Source: an optimization exercise on an open RTL-to-GDS flow (aim: small area). Production flows keep margins and buffers that such runs may drop. Only simulation tests tie the RTL to the original design; equivalence was not proved. No activity file was given, so power comes from the tool's default toggle rates.

--- flow/config.mk ---
export PLATFORM = sky130hd
export DESIGN_NAME = top_module
export DESIGN_NICKNAME = top_module
export VERILOG_FILES = /design/flow/design.v
export SDC_FILE = /design/flow/constraint.sdc
export NUM_CORES = 4
export LEC_CHECK = 0
export CAP_MARGIN = 20
export CORE_MARGIN = 2
export CORE_UTILIZATION = 40
export SLEW_MARGIN = 20
--- flow/constraint.sdc ---
create_clock -name core_clock -period 10.0 [get_ports {clk}]
set_input_delay 2.0000 -clock core_clock [delete_from_list [all_inputs] [get_ports {clk}]]
set_output_delay 2.0000 -clock core_clock [all_outputs]
set_load 0.01 [all_outputs]
--- flow/design.v ---
`timescale 1ns / 1ps
module clk_divider(
	input clk_in,
	input rst,
	output tick
    );
reg q0, q1;
assign tick = q0 & ~q1;
always @(posedge clk_in)
begin
	if (rst == 1'b0) begin
		q0 <= 1'b0;
		q1 <= 1'b0;
	end
	else begin
		q0 <= ~q1;
		q1 <= q0;
	end
end
endmodule
`timescale 1ns / 1ps
module debouncer(
	input 		clk,
	input 		tick,
	input 		rst,
	input 		noisy_in,
	output reg 	clean_out
    );
reg s0, s1, s2;
always @(posedge clk)
begin
	if (rst == 1'b0) begin
		s0 <= 0;
		s1 <= 0;
		s2 <= 0;
		clean_out <= 0;
	end
	else if (tick) begin
		s0 <= noisy_in;
		s1 <= s0;
		s2 <= s1;
		clean_out <= ~s2 & s1;
	end
end
endmodule
`timescale 1ns / 1ps
module ssd(
	input clk, reset,
	input [1:0] sd,    
	input [2:0] fd,    
	output a_out, b_out, c_out, d_out, e_out, f_out, g_out, p_out,
	output [7:0] an
);
reg [4:0] counter;
reg blank;
reg [2:0] idx;
reg [1:0] xs;    
reg [2:0] xf;
always @(posedge clk) begin
	if (reset == 1'b0) begin
		counter <= 5'd31;
		blank <= 1'b1;
		idx <= 3'd7;
	end
	else if (counter == 5'd24) begin
		counter <= 5'd0;
		blank <= 1'b0;
		idx <= idx + 3'd1;
	end
	else
		counter <= counter + 5'd1;
end
always @(posedge clk) begin
	xs <= sd;
	xf <= fd;
end
assign an = blank ? 8'hFF : ~(8'd1 << idx);
reg [6:0] seg;  
wire up = xs[0], dn = xs[1];
always @* begin
	seg = 7'b1111111;
	if (!blank)
		case (idx)
			3'd0: case (xf)
				3'd0: seg = 7'b0000001;
				3'd1: seg = 7'b1001111;
				3'd2: seg = 7'b0010010;
				3'd3: seg = 7'b0000110;
				default: seg = 7'b1001100;
			endcase
			3'd2: seg = 7'b1110001;
			3'd3: seg = 7'b0111000;
			3'd4: seg = {~up, dn, up, up, up, ~up, 1'b0};
			3'd5: seg = {1'b1, 1'b0, 1'b0, ~up & ~dn, ~up & ~dn, ~up, ~dn};
			default: seg = 7'b1111111;
		endcase
end
assign {a_out, b_out, c_out, d_out, e_out, f_out, g_out} = seg;
assign p_out = 1'b1;
endmodule
`timescale 1ns / 1ps
module elevator(
	input clk, tick, rst,
	input floor_0_p, floor_1_p, floor_2_p, floor_3_p, floor_4_p,
	input direction_1, direction_2, direction_3,
	input floor_0_d, floor_1_d, floor_2_d, floor_3_d, floor_4_d,
	output reg [4:0] led_inside,
	output reg [4:0] led_outside,
	output reg led_busy,
	output reg [1:0] sd,
	output reg [2:0] fd
);
reg [7:0] timer;
reg [2:0] F;
reg [2:0] W;
reg dir;
reg [1:0] S;
reg [3:1] Q;
reg [7:0] Tn;
reg [2:0] Fn, Wn;
reg dirn, Bn;
reg [3:1] Qn;
reg [4:0] LIn, LOn;
reg stop;
wire [4:0] fp = {floor_4_p, floor_3_p, floor_2_p, floor_1_p, floor_0_p};
wire [4:0] fdn = {floor_4_d, floor_3_d, floor_2_d, floor_1_d, floor_0_d};
wire [3:1] dirs = {direction_3, direction_2, direction_1};
integer k;
always @* begin
	Tn = timer; Fn = F; Wn = W; dirn = dir; Bn = led_busy; Qn = Q;
	LIn = led_inside; LOn = led_outside;
	stop = 1'b0;
	if (timer == 8'd250) begin
		Tn = 8'd0;
		if (W != 3'd7) begin
			if (led_busy) begin
				Bn = 1'b0;
				if (F == W)
					Wn = 3'd7;
				else
					Qn[F] = 1'b0;
			end
			else begin
				Fn = dir ? F + 3'd1 : F - 3'd1;
				if (W == Fn)
					stop = 1'b1;
				else if (Fn >= 3'd1 && Fn <= 3'd3 && Q[Fn])
					stop = 1'b1;
				if (stop) begin
					Bn = 1'b1;
					LOn[Fn] = 1'b0;
					LIn[Fn] = 1'b0;
				end
			end
		end
	end
	else
		Tn = timer + 8'd1;
	for (k = 0; k < 5; k = k + 1)
		if (fp[k]) begin
			if (Wn == 3'd7) begin
				if (Fn != k) begin
					Tn = 8'd0; Wn = k; LOn[k] = 1'b1;
					dirn = (Fn < k);
				end
			end
			else if (k >= 1 && k <= 3) begin
				if (dirs[k] ? (Wn > k && Fn < k) : (Wn < k && Fn > k)) begin
					Qn[k] = 1'b1; LOn[k] = 1'b1;
				end
			end
		end
	for (k = 0; k < 5; k = k + 1)
		if (fdn[k]) begin
			if (Wn == 3'd7) begin
				if (Fn != k) begin
					Tn = 8'd0; Wn = k; LIn[k] = 1'b1;
					dirn = (Fn < k);
				end
			end
			else if (k >= 1 && k <= 3) begin
				if ((Wn > Fn) ? (Wn > k && Fn < k) : (Wn < k && Fn > k)) begin
					Qn[k] = 1'b1; LIn[k] = 1'b1;
				end
			end
		end
end
always @(posedge clk) begin
	if (rst == 1'b0) begin
		timer <= 8'd0;
		F <= 3'd0;
		W <= 3'd7;
		dir <= 1'b0;
		S <= 2'b00;
		Q <= 3'b000;
		led_busy <= 1'b0;
		led_inside <= 5'b0;
		led_outside <= 5'b0;
	end
	else if (tick) begin
		timer <= Tn;
		F <= Fn;
		W <= Wn;
		dir <= dirn;
		S <= (W == 3'd7) ? 2'b00 : (dir ? 2'b01 : 2'b10);
		Q <= Qn;
		led_busy <= Bn;
		led_inside <= LIn;
		led_outside <= LOn;
	end
end
always @(posedge clk)
	if (tick) begin
		sd <= S;
		fd <= F;
	end
endmodule
`timescale 1ns / 1ps
module top_module(
    input clk,
    rst,
    floor_0_p,
    floor_1_p,
    floor_2_p,
    floor_3_p,
    floor_4_p,
    direction_1,
    direction_2,
    direction_3,
    floor_0_d,
    floor_1_d,
    floor_2_d,
    floor_3_d,
    floor_4_d,
    output led_inside_0,
    led_inside_1,
    led_inside_2,
    led_inside_3,
    led_inside_4,
    led_outside_0,
    led_outside_1,
    led_outside_2,
    led_outside_3,
    led_outside_4,
    led_busy,
    a_out,b_out,c_out,d_out,e_out,f_out,g_out,p_out,
    output [7:0] an
);
    wire tick;
    wire p0, p1, p2, p3, p4;
    wire [4:0] li, lo;
    wire [1:0] sd;
    wire [2:0] fd;
    clk_divider divider(.clk_in(clk), .rst(rst), .tick(tick));
    debouncer pb0(.clk(clk), .tick(tick), .rst(rst), .noisy_in(floor_0_p), .clean_out(p0));
    debouncer pb1(.clk(clk), .tick(tick), .rst(rst), .noisy_in(floor_1_p), .clean_out(p1));
    debouncer pb2(.clk(clk), .tick(tick), .rst(rst), .noisy_in(floor_2_p), .clean_out(p2));
    debouncer pb3(.clk(clk), .tick(tick), .rst(rst), .noisy_in(floor_3_p), .clean_out(p3));
    debouncer pb4(.clk(clk), .tick(tick), .rst(rst), .noisy_in(floor_4_p), .clean_out(p4));
    elevator elev(
        .clk(clk), .tick(tick), .rst(rst),
        .floor_0_p(p0), .floor_1_p(p1), .floor_2_p(p2), .floor_3_p(p3), .floor_4_p(p4),
        .direction_1(direction_1), .direction_2(direction_2), .direction_3(direction_3),
        .floor_0_d(floor_0_d), .floor_1_d(floor_1_d), .floor_2_d(floor_2_d),
        .floor_3_d(floor_3_d), .floor_4_d(floor_4_d),
        .led_inside(li), .led_outside(lo), .led_busy(led_busy),
        .sd(sd), .fd(fd));
    assign {led_inside_4, led_inside_3, led_inside_2, led_inside_1, led_inside_0} = li;
    assign {led_outside_4, led_outside_3, led_outside_2, led_outside_1, led_outside_0} = lo;
    ssd seven_segment_display(.clk(clk), .reset(rst), .sd(sd), .fd(fd),
        .a_out(a_out), .b_out(b_out), .c_out(c_out), .d_out(d_out), .e_out(e_out),
        .f_out(f_out), .g_out(g_out), .p_out(p_out), .an(an));
endmodule
--- flow/run.sh ---
#!/bin/bash
# synth_recipe.tcl (not shown) runs the flow's synth.tcl, then flattens the netlist and writes it again
# the make line also repeats each setting of config.mk as NAME=value (left out here)
make -C /OpenROAD-flow-scripts/flow DESIGN_CONFIG=/design/flow/config.mk WORK_HOME=/design/flow/orfs CLKGATE_MAP_FILE= SYNTH_SCRIPT=/design/flow/synth_recipe.tcl finish
==> metrics.cfg, run 1 <==
[yosys]
synth_edf_count=5
ys_types=83
synth_seq_cells=72
ys_seq_area_share_pct=29.4
yosysWarnings=4
syn_area_um2=5080
synthAdderAreaFrac_pct=8.77
yosys.area_share.simple_pct=26.6
synthMuxAreaShare_pct=1.63
syn_area_per_cell_um2=8.03
syn_nets=682
synth_top_family_by_area=simple AND/OR/NAND/NOR gates
synthXorXnorAreaFrac_pct=2.86
netlist_instances=632
synth-compound-area-share_pct=25.0
async_flop_share_pct=0
ys.flop_type=dfxtp_1

[final_layout]
fillers=1282
final_cells=831
nets=704
final_cell_mix=100 x nand2_1, 67 x dfxtp_1, 39 x clkdlybuf4s50_1
drive_above_1_share_pct=6.53
syn2layout_area_growth_pct=15.1
n_antenna_cell=0
layout_commonest_cell=nand2_1

[critical_path]
max_stage_delay_ps=760
r2r_slack_ps=4670
required_ps=10260
endpoint_kind=flip-flop
cp_cell_sequence=fa_1, or3_1, mux2i_1, o32a_1, nand3_1, or4_4, nand2_1, ha_1, a31oi_1, and2_1, nand4_1, o41ai_1, o21ai_0, a21oi_1
ff2ff_path_depth=14
crit_type=flip-flop to flip-flop
start_kind=flip-flop
worst-path-max-fanout=20
arrival_ps=5590
r2r_end=elev.led_inside[3]
rr_startpoint=elev.F[0]
worst_path_max_delay_cell=dfxtp_1

[place]
port_buffers=40
pre_cts_ws_ps=4630
place_inst=815
hpwl_um=11000
place.gp.congestion=0.993

[sta]
tightest_slew_ps=943
fin_skew_ps=6.99
fin_crit_sh_pct=53.3
setup_slack_ps=4670
relSlewSlack_pct=36.2
post-route-min-period_ps=5330
maxSlewViolCount=0
rsz0062_at_grt=false
finalSetupViolCount=0
max_freq_mhz=188
finalHoldViolCount=0
setup_tns_ps=0

[detailed_routing]
ant_nets=0
vias=4780
drc=0
vias_per_cell=5.75
dr.first_iter.drc_count=352
drt-wirelength-per-cell_um=17.7
firstDrtPassIters=6
drt_wl_total_um=14700

[min_path]
holdCritStartpoint=elev.fd[1]
hold_depth=0
min_to=seven_segment_display.xf[1]
hold_path.class=flip-flop to flip-flop

[run_status]
outcome=timing/DRC/antenna clean

[floorplanning]
pin_count=42
coreArea_um2=12500
die_w_um=117
die_h_um=117
die_area_um2=13600
rows=41
start_util_pct=40.6

[grt]
overflow=0
grt_pass1_wl_um=23400
grt_max_degree=59
antenna_found_initial=0
first_global_vias=4368
grt_util_all_layers_pct=22.3

[power]
power_density_nw_per_um2=139
p_leak_nw=2.20
total_power_uw=811
peakVddDrop_mv=0.113

[clock_tree]
root_buffer=clkbuf_16
clockBufferDepth=2
cts_setup_buffers=0
cts.sinks=72
clkSlewWorstSetupHoldPaths_ps=60
clk_latency_ps=330
cts_tree=done
numCtsBuffers=9
cts_hold_buf=0
cts.repair.resized=0
h-tree-depth=3

[run]
drv_cap=0

## cell usage after synthesis (4+ instances only)
| cell | n | area [µm²] |
|---|---|---|
| mux2i_1 | 6 | 60.1 |
| inv_1 | 33 | 124 |
| nand2b_1 | 8 | 50.1 |
| nand2_1 | 100 | 375 |
| a211oi_1 | 5 | 37.5 |
| nand3_1 | 25 | 125 |
| nor4_1 | 7 | 43.8 |
| a22oi_1 | 7 | 52.6 |
| nor3_1 | 11 | 55.1 |
| and3_1 | 7 | 43.8 |
| ha_1 | 34 | 425 |
| and4_1 | 4 | 35.0 |
| nor2b_1 | 12 | 75.1 |
| a21o_1 | 8 | 60.1 |
| o211ai_1 | 15 | 113 |
| or2_2 | 6 | 37.5 |
| o31ai_1 | 5 | 37.5 |
| a21boi_0 | 27 | 203 |
| xor2_1 | 4 | 35.0 |
| and2_1 | 8 | 50.1 |
| xnor2_1 | 10 | 87.6 |
| edfxtp_1 | 5 | 150 |
| dfxtp_1 | 67 | 1340 |
| or3_1 | 6 | 37.5 |
| nand4_1 | 5 | 31.3 |
| nand3b_1 | 8 | 60.1 |
| a21oi_1 | 18 | 90.1 |
| nor2_1 | 28 | 105 |
| clkbuf_1 | 28 | 105 |
| o21ai_0 | 31 | 155 |
| a31oi_1 | 7 | 43.8 |
| a2111oi_0 | 4 | 35.0 |
## worst max-delay path by stage
stage,start,endpoint,slack [ps]
2_1_floorplan,floor_0_d,elev.led_inside[3],5560
3_3_place_gp,floor_0_d,elev.led_inside[3],4700
3_5_place_dp,floor_0_d,elev.led_inside[2],4630
4_1_cts,elev.F[0],elev.led_inside[2],4730
5_1_grt,elev.F[0],elev.led_inside[2],4320
6_report,elev.F[0],elev.led_inside[3],4670
## sequential cells by signal (all words and copies together), names as in the netlist, 2 cells and up
name	flops
seven_segment_display.xf	3
seven_segment_display.idx	3
elev.sd	2
elev.F	3
elev.led_outside	5
elev.timer	8
elev.fd	3
elev.led_inside	5
elev.S	2
seven_segment_display.xs	2
elev.Q	3
seven_segment_display.counter	5
elev.W	3
## cell type report
cell class	instances	area [µm²]	area share, %
clock inverters	6	43.8	0.750
flip-flops and latches	72	1490	25.5
repair buffers	46	440	7.54
inverters	34	128	2.18
multi-input cells	491	3290	56.4
clock buffers	10	229	3.92
well taps	172	215	3.68
## critical path, delay by kind of cell, from the launching register on
family / cells / cell delay (ps)
AOI/OAI and AO/OA: 5 / 1280
adders and majority gates: 2 / 910
DFF: 1 / 760
muxes: 1 / 500
and+or+nand+nor: 6 / 1790
## per-stage QoR
| step | utilization (%) | hold slack, ps | area (µm²) |
|---|---|---|---|
| CTS | 46.7 | 348 | 5840 |
| global placement | 44.5 | 325 | 5570 |
| finish | 46.7 | 344 | 5840 |
| detailed placement | 44.5 | 333 | 5570 |
| floorplan | - | 323 | 5080 |
| global route | 46.7 | 351 | 5840 |
## kinds of logic (layout without fill, tap and decap cells)
group / after synthesis / count (layout)
XOR/XNOR: 15 / 15
AND/OR/NAND/NOR: 258 / 258
adder cells (fa/ha/maj): 35 / 35
flip-flops: 72 / 72
other: 1 / 1
buffers and inverters: 69 / 96
AO/OA/AOI/OAI: 174 / 174
multiplexers: 8 / 8
## per-layer routing
layer | GRT usage, % | wire length, µm
met5 | 0 | 0
met4 | 8.39 | 471
met3 | 3.94 | 1080
met2 | 35.8 | 6650
met1 | 29.9 | 6500
## where the power goes
part           switching [mW]  internal, mW  total [mW]
Combinational           0.118        0.0753       0.193
Sequential             0.0170         0.305       0.323
Clock                   0.127         0.169       0.295
==> run 2: changes to the inputs <==
--- a/flow/design.v
+++ b/flow/design.v
@@ -52,4 +52,5 @@
 	output [7:0] an
 );
+parameter SCAN = 5'd24;
 reg [4:0] counter;
 reg blank;
@@ -63,5 +64,5 @@
 		idx <= 3'd7;
 	end
-	else if (counter == 5'd24) begin
+	else if (counter == SCAN) begin
 		counter <= 5'd0;
 		blank <= 1'b0;
@@ -111,4 +112,5 @@
 	output reg [2:0] fd
 );
+parameter LIMIT = 8'd250;
 reg [7:0] timer;
 reg [2:0] F;
@@ -117,73 +119,40 @@
 reg [1:0] S;
 reg [3:1] Q;
-reg [7:0] Tn;
-reg [2:0] Fn, Wn;
-reg dirn, Bn;
-reg [3:1] Qn;
-reg [4:0] LIn, LOn;
-reg stop;
 wire [4:0] fp = {floor_4_p, floor_3_p, floor_2_p, floor_1_p, floor_0_p};
-wire [4:0] fdn = {floor_4_d, floor_3_d, floor_2_d, floor_1_d, floor_0_d};
+wire [4:0] fc = {floor_4_d, floor_3_d, floor_2_d, floor_1_d, floor_0_d};
 wire [3:1] dirs = {direction_3, direction_2, direction_1};
+wire expire = (timer == LIMIT);
+wire moving = (W != 3'd7);
+wire arrive_done = expire & moving & led_busy & (F == W);    
+wire leave_stop  = expire & moving & led_busy & (F != W);    
+wire step        = expire & moving & ~led_busy;              
+wire [2:0] F1 = step ? (dir ? F + 3'd1 : F - 3'd1) : F;
+wire [2:0] W1 = arrive_done ? 3'd7 : W;
+wire [4:0] F1hot = 5'b1 << F1;
+wire stop = step & ((F1 == W) | (|(F1hot[3:1] & Q)));
+wire idle = (W1 == 3'd7);
+wire [4:0] pv = fp & ~F1hot;
+wire [4:0] cv = fc & ~F1hot;
+wire anyp = |pv;
+wire anyc = |cv;
+wire [4:0] pfirst = pv & ~{pv[3:0], 1'b0} & ~{pv[2:0], 2'b0} & ~{pv[1:0], 3'b0} & ~{pv[0], 4'b0};
+wire [4:0] cfirst = cv & ~{cv[3:0], 1'b0} & ~{cv[2:0], 2'b0} & ~{cv[1:0], 3'b0} & ~{cv[0], 4'b0};
+wire [4:0] thot = anyp ? pfirst : cfirst;
+wire [2:0] tgt = thot[1] ? 3'd1 : thot[2] ? 3'd2 : thot[3] ? 3'd3 : thot[4] ? 3'd4 : 3'd0;
+wire newt = idle & (anyp | anyc);
+wire [2:0] W2 = newt ? tgt : W1;
+reg [3:1] qp, qc;
 integer k;
 always @* begin
-	Tn = timer; Fn = F; Wn = W; dirn = dir; Bn = led_busy; Qn = Q;
-	LIn = led_inside; LOn = led_outside;
-	stop = 1'b0;
-	if (timer == 8'd250) begin
-		Tn = 8'd0;
-		if (W != 3'd7) begin
-			if (led_busy) begin
-				Bn = 1'b0;
-				if (F == W)
-					Wn = 3'd7;
-				else
-					Qn[F] = 1'b0;
-			end
-			else begin
-				Fn = dir ? F + 3'd1 : F - 3'd1;
-				if (W == Fn)
-					stop = 1'b1;
-				else if (Fn >= 3'd1 && Fn <= 3'd3 && Q[Fn])
-					stop = 1'b1;
-				if (stop) begin
-					Bn = 1'b1;
-					LOn[Fn] = 1'b0;
-					LIn[Fn] = 1'b0;
-				end
-			end
-		end
-	end
-	else
-		Tn = timer + 8'd1;
-	for (k = 0; k < 5; k = k + 1)
-		if (fp[k]) begin
-			if (Wn == 3'd7) begin
-				if (Fn != k) begin
-					Tn = 8'd0; Wn = k; LOn[k] = 1'b1;
-					dirn = (Fn < k);
-				end
-			end
-			else if (k >= 1 && k <= 3) begin
-				if (dirs[k] ? (Wn > k && Fn < k) : (Wn < k && Fn > k)) begin
-					Qn[k] = 1'b1; LOn[k] = 1'b1;
-				end
-			end
-		end
-	for (k = 0; k < 5; k = k + 1)
-		if (fdn[k]) begin
-			if (Wn == 3'd7) begin
-				if (Fn != k) begin
-					Tn = 8'd0; Wn = k; LIn[k] = 1'b1;
-					dirn = (Fn < k);
-				end
-			end
-			else if (k >= 1 && k <= 3) begin
-				if ((Wn > Fn) ? (Wn > k && Fn < k) : (Wn < k && Fn > k)) begin
-					Qn[k] = 1'b1; LIn[k] = 1'b1;
-				end
-			end
-		end
-end
+	for (k = 1; k <= 3; k = k + 1) begin
+		qc[k] = (W2 != 3'd7) & ((F1 < k && W2 > k) || (F1 > k && W2 < k));
+		qp[k] = (W2 != 3'd7) & (dirs[k] ? (F1 < k && W2 > k) : (F1 > k && W2 < k));
+	end
+end
+wire [3:1] setqp = fp[3:1] & qp;
+wire [3:1] setqc = fc[3:1] & qc;
+wire [4:0] clr = stop ? F1hot : 5'b0;
+wire [4:0] setlo = (newt & anyp ? pfirst : 5'b0) | {1'b0, setqp, 1'b0};
+wire [4:0] setli = (newt & ~anyp ? cfirst : 5'b0) | {1'b0, setqc, 1'b0};
 always @(posedge clk) begin
 	if (rst == 1'b0) begin
@@ -199,13 +168,13 @@
 	end
 	else if (tick) begin
-		timer <= Tn;
-		F <= Fn;
-		W <= Wn;
-		dir <= dirn;
-		S <= (W == 3'd7) ? 2'b00 : (dir ? 2'b01 : 2'b10);
-		Q <= Qn;
-		led_busy <= Bn;
-		led_inside <= LIn;
-		led_outside <= LOn;
+		timer <= (expire | newt) ? 8'd0 : timer + 8'd1;
+		F <= F1;
+		W <= W2;
+		if (newt) dir <= (F1 < tgt);
+		S <= moving ? (dir ? 2'b01 : 2'b10) : 2'b00;
+		Q <= (Q & ~(leave_stop ? F1hot[3:1] : 3'b0)) | setqp | setqc;
+		led_busy <= stop | (led_busy & ~(expire & moving));
+		led_inside <= (led_inside & ~clr) | setli;
+		led_outside <= (led_outside & ~clr) | setlo;
 	end
 end
==> run 2 against run 1 <==
Against the previous run: combinational power decreased by 37%; design area decreased by 17%; global-route usage fell by 2.4 points; sequential power is essentially flat; sequential cell count is the same; hold slack hardly changed; sequential share of layout area grew 5.0 points; utilization is 0.57 points higher; critical path type is now flip-flop to primary output; largest power group unchanged.
==> metrics.cfg, run 2 <==
[run_status]
outcome=timing/DRC/antenna clean

[sta]
max_freq_mhz=215
fin_skew_ps=10.8
post-route-min-period_ps=4660
fin_crit_sh_pct=46.6
setup_tns_ps=0
maxSlewViolCount=0
rsz0062_at_grt=false
tightest_slew_ps=919
relSlewSlack_pct=38.5
finalHoldViolCount=0
hold_slack_ps=344
finalSetupViolCount=0

[power]
p_leak_nw=1.77
peakVddDrop_mv=0.0771
power_density_nw_per_um2=137
total_power_uw=667

[floorplanning]
coreArea_um2=10300
rows=37
die_h_um=107
pin_count=42
die_area_um2=11500
die_w_um=107
start_util_pct=41.1

[critical_path]
max_stage_delay_ps=550
endpoint_kind=primary output
crit_type=flip-flop to primary output
worst-path-max-fanout=12
worst_path_max_delay_cell=clkdlybuf4s50_1
r2r_end=elev.led_inside[1]
cp_top_family=buffers and inverters
ff2ff_path_depth=13
arrival_ps=2660
rr_startpoint=elev.F[0]
r2r_slack_ps=5460
path_buf_inv=2
start_kind=flip-flop
cp_cell_sequence=inv_1, ha_1, nor4b_1, nor2_1, o21ai_0, o21bai_1, clkdlybuf4s50_1
required_ps=8000

[final_layout]
fillers=1044
multiInputGateArea_um2=2520
fin_area_um2=4880
regArea_um2=1490
syn2layout_area_growth_pct=14.9
largest_reg_flops=8
top_register=elev.timer
drive_above_1_share_pct=7.68
nets=569
n_antenna_cell=0
layout_commonest_cell=nand2_1
final_cell_mix=77 x nand2_1, 67 x dfxtp_1, 46 x a21oi_1
final_cells=683

[detailed_routing]
vias=3829
dr.first_iter.drc_count=295
vias_per_cell=5.61
drt_wl_total_um=11100
firstDrtPassIters=7
ant_nets=0
drt-wirelength-per-cell_um=16.2
drc=0

[min_path]
hold_depth=0
min_to=seven_segment_display.xf[2]
holdCritStartpoint=elev.fd[2]
hold_path.class=flip-flop to flip-flop

[clock_tree]
clkSlewWorstSetupHoldPaths_ps=80
clockBufferDepth=2
clk_latency_ps=360
h-tree-depth=3
cts.repair.resized=0
cts.sinks=72
cts_tree=done
root_buffer=clkbuf_8
numCtsBuffers=9
cts_setup_buffers=0
cts_hold_buf=0

[yosys]
syn_nets=546
ys.flop_type=dfxtp_1
netlist_instances=519
syn_area_um2=4240
yosys-top-cells-count=77 x nand2_1, 67 x dfxtp_1, 46 x a21oi_1
async_flop_share_pct=0
ys_top_cells_by_area=dfxtp_1 32%, nand2_1 6.8%, a21oi_1 5.4%
yosysWarnings=4
ys_types=81
synth_edf_count=5
syn_area_per_cell_um2=8.18
ys_seq_area_share_pct=35.1
synth_top_area_share_pct=31.6
synth.most_common_cell=nand2_1
synth_seq_cells=72
yosysTopAreaCell=dfxtp_1

[grt]
grt_pass1_wl_um=18000
grt_max_degree=45
first_global_vias=3567
overflow=0
antenna_found_initial=0
grt_util_all_layers_pct=19.8

[place]
hpwl_um=7770
port_buffers=40
placed_area_um2=4690
place.gp.congestion=0.931
place_inst=667

[run]
drv_cap=0

[run 2: worst max-delay path by stage]
stage | from | end | slack (ps) | depth (start not counted)
6_report | seven_segment_display.idx[2] | e_out | 5340 | 7
5_1_grt | elev.F[0] | elev.led_inside[1] | 5130 | 13
4_1_cts | seven_segment_display.idx[2] | e_out | 5340 | 7
3_5_place_dp | floor_0_d | elev.dir | 5400 | 10
3_3_place_gp | floor_1_d | elev.led_inside[1] | 5410 | 9
2_1_floorplan | floor_1_d | elev.dir | 6080 | 10
[run 2: layer usage]
metal / up-vias / GRT usage (%) / share of wire, % / wire, µm
met2: 120 / 33.1 / 47 / 5200
met5: - / 0 / 0 / 0
li1: 1905 / - / - / -
met3: 17 / 2.98 / 5.0 / 551
met1: 1787 / 26.0 / 46 / 5100
met4: 0 / 7.33 / 1.9 / 211
[run 2: layout make-up]
| type | instances | area share, % |
|---|---|---|
| tap | 136 | 3.49 |
| clock inverter | 5 | 0.744 |
| clock buffer | 11 | 3.13 |
| timing repair buffer | 43 | 8.67 |
| inverter | 21 | 1.62 |
| sequential | 72 | 30.6 |
| multi-input combinational | 395 | 51.8 |
[run 2: cells by family (layout without fill, tap and decap cells)]
family | count (synthesis) | count (layout) | synth area share (%)
simple gates | 205 | 205 | 24.6
compound gates | 150 | 150 | 24.0
flops | 72 | 72 | 35.1
buf+inv | 52 | 80 | 5.37
xor+xnor | 20 | 20 | 4.81
fa+ha+maj | 12 | 12 | 3.71
mux | 7 | 7 | 2.24
other cells | 1 | 1 | 0.0884
[run 2: through the flow]
| stage | utilization [%] | setup WS, ps |
|---|---|---|
| 4_1_cts | 47.2 | 5340 |
| 6_report | 47.2 | 5340 |
| 3_5_place_dp | 45.4 | 5400 |
| 2_1_floorplan | - | 6080 |
| 3_3_place_gp | 45.4 | 5410 |
| 5_1_grt | 47.2 | 5130 |
[run 2: worst register-to-register path, delay by kind of cell, from the launching register on]
kind            cells  cell delay [ps]
compound gates      6             1730
xor+xnor            2              800
fa+ha+maj           1              500
buf+inv             2              530
flops               1              660
simple gates        2              190
[run 2: power breakdown]
part	internal, mW	switching, mW	leakage (nW)
Sequential	0.305	0.0165	0.596
Combinational	0.0496	0.0714	1.08
Clock	0.107	0.118	0.0958

-- afterwards: timing with drivers on the ports --
The results above use ideal ports. As a check the final layouts listed here were re-extracted and re-timed, cells and wires unchanged.
Step 1 assumes that a clkbuf_16 drives the clock port and a buf_2 every other input.
Step 2 moves the port delays by t, midway between the first and last clock arrival at a register: inputs arrive t later, outputs are due t later. That takes back most of the time a late clock gives input paths.
Three values: ideal, step 1, step 2; two values: the first two.
run	t (ns)	slack for setup (ns)	worst register clock-pin slew, ns	pins driven straight from the clock port
run 1	0.367	4.671 / 4.671 / 4.589	0.06 / 0.06	1
run 2	0.389	5.345 / 5.313 / 5.349	0.08 / 0.08	1
After both steps every run listed still meets setup and hold. The setup slack of run 1, which loses most, moves by 0.000 ns with the drivers and by -0.082 ns with both steps.
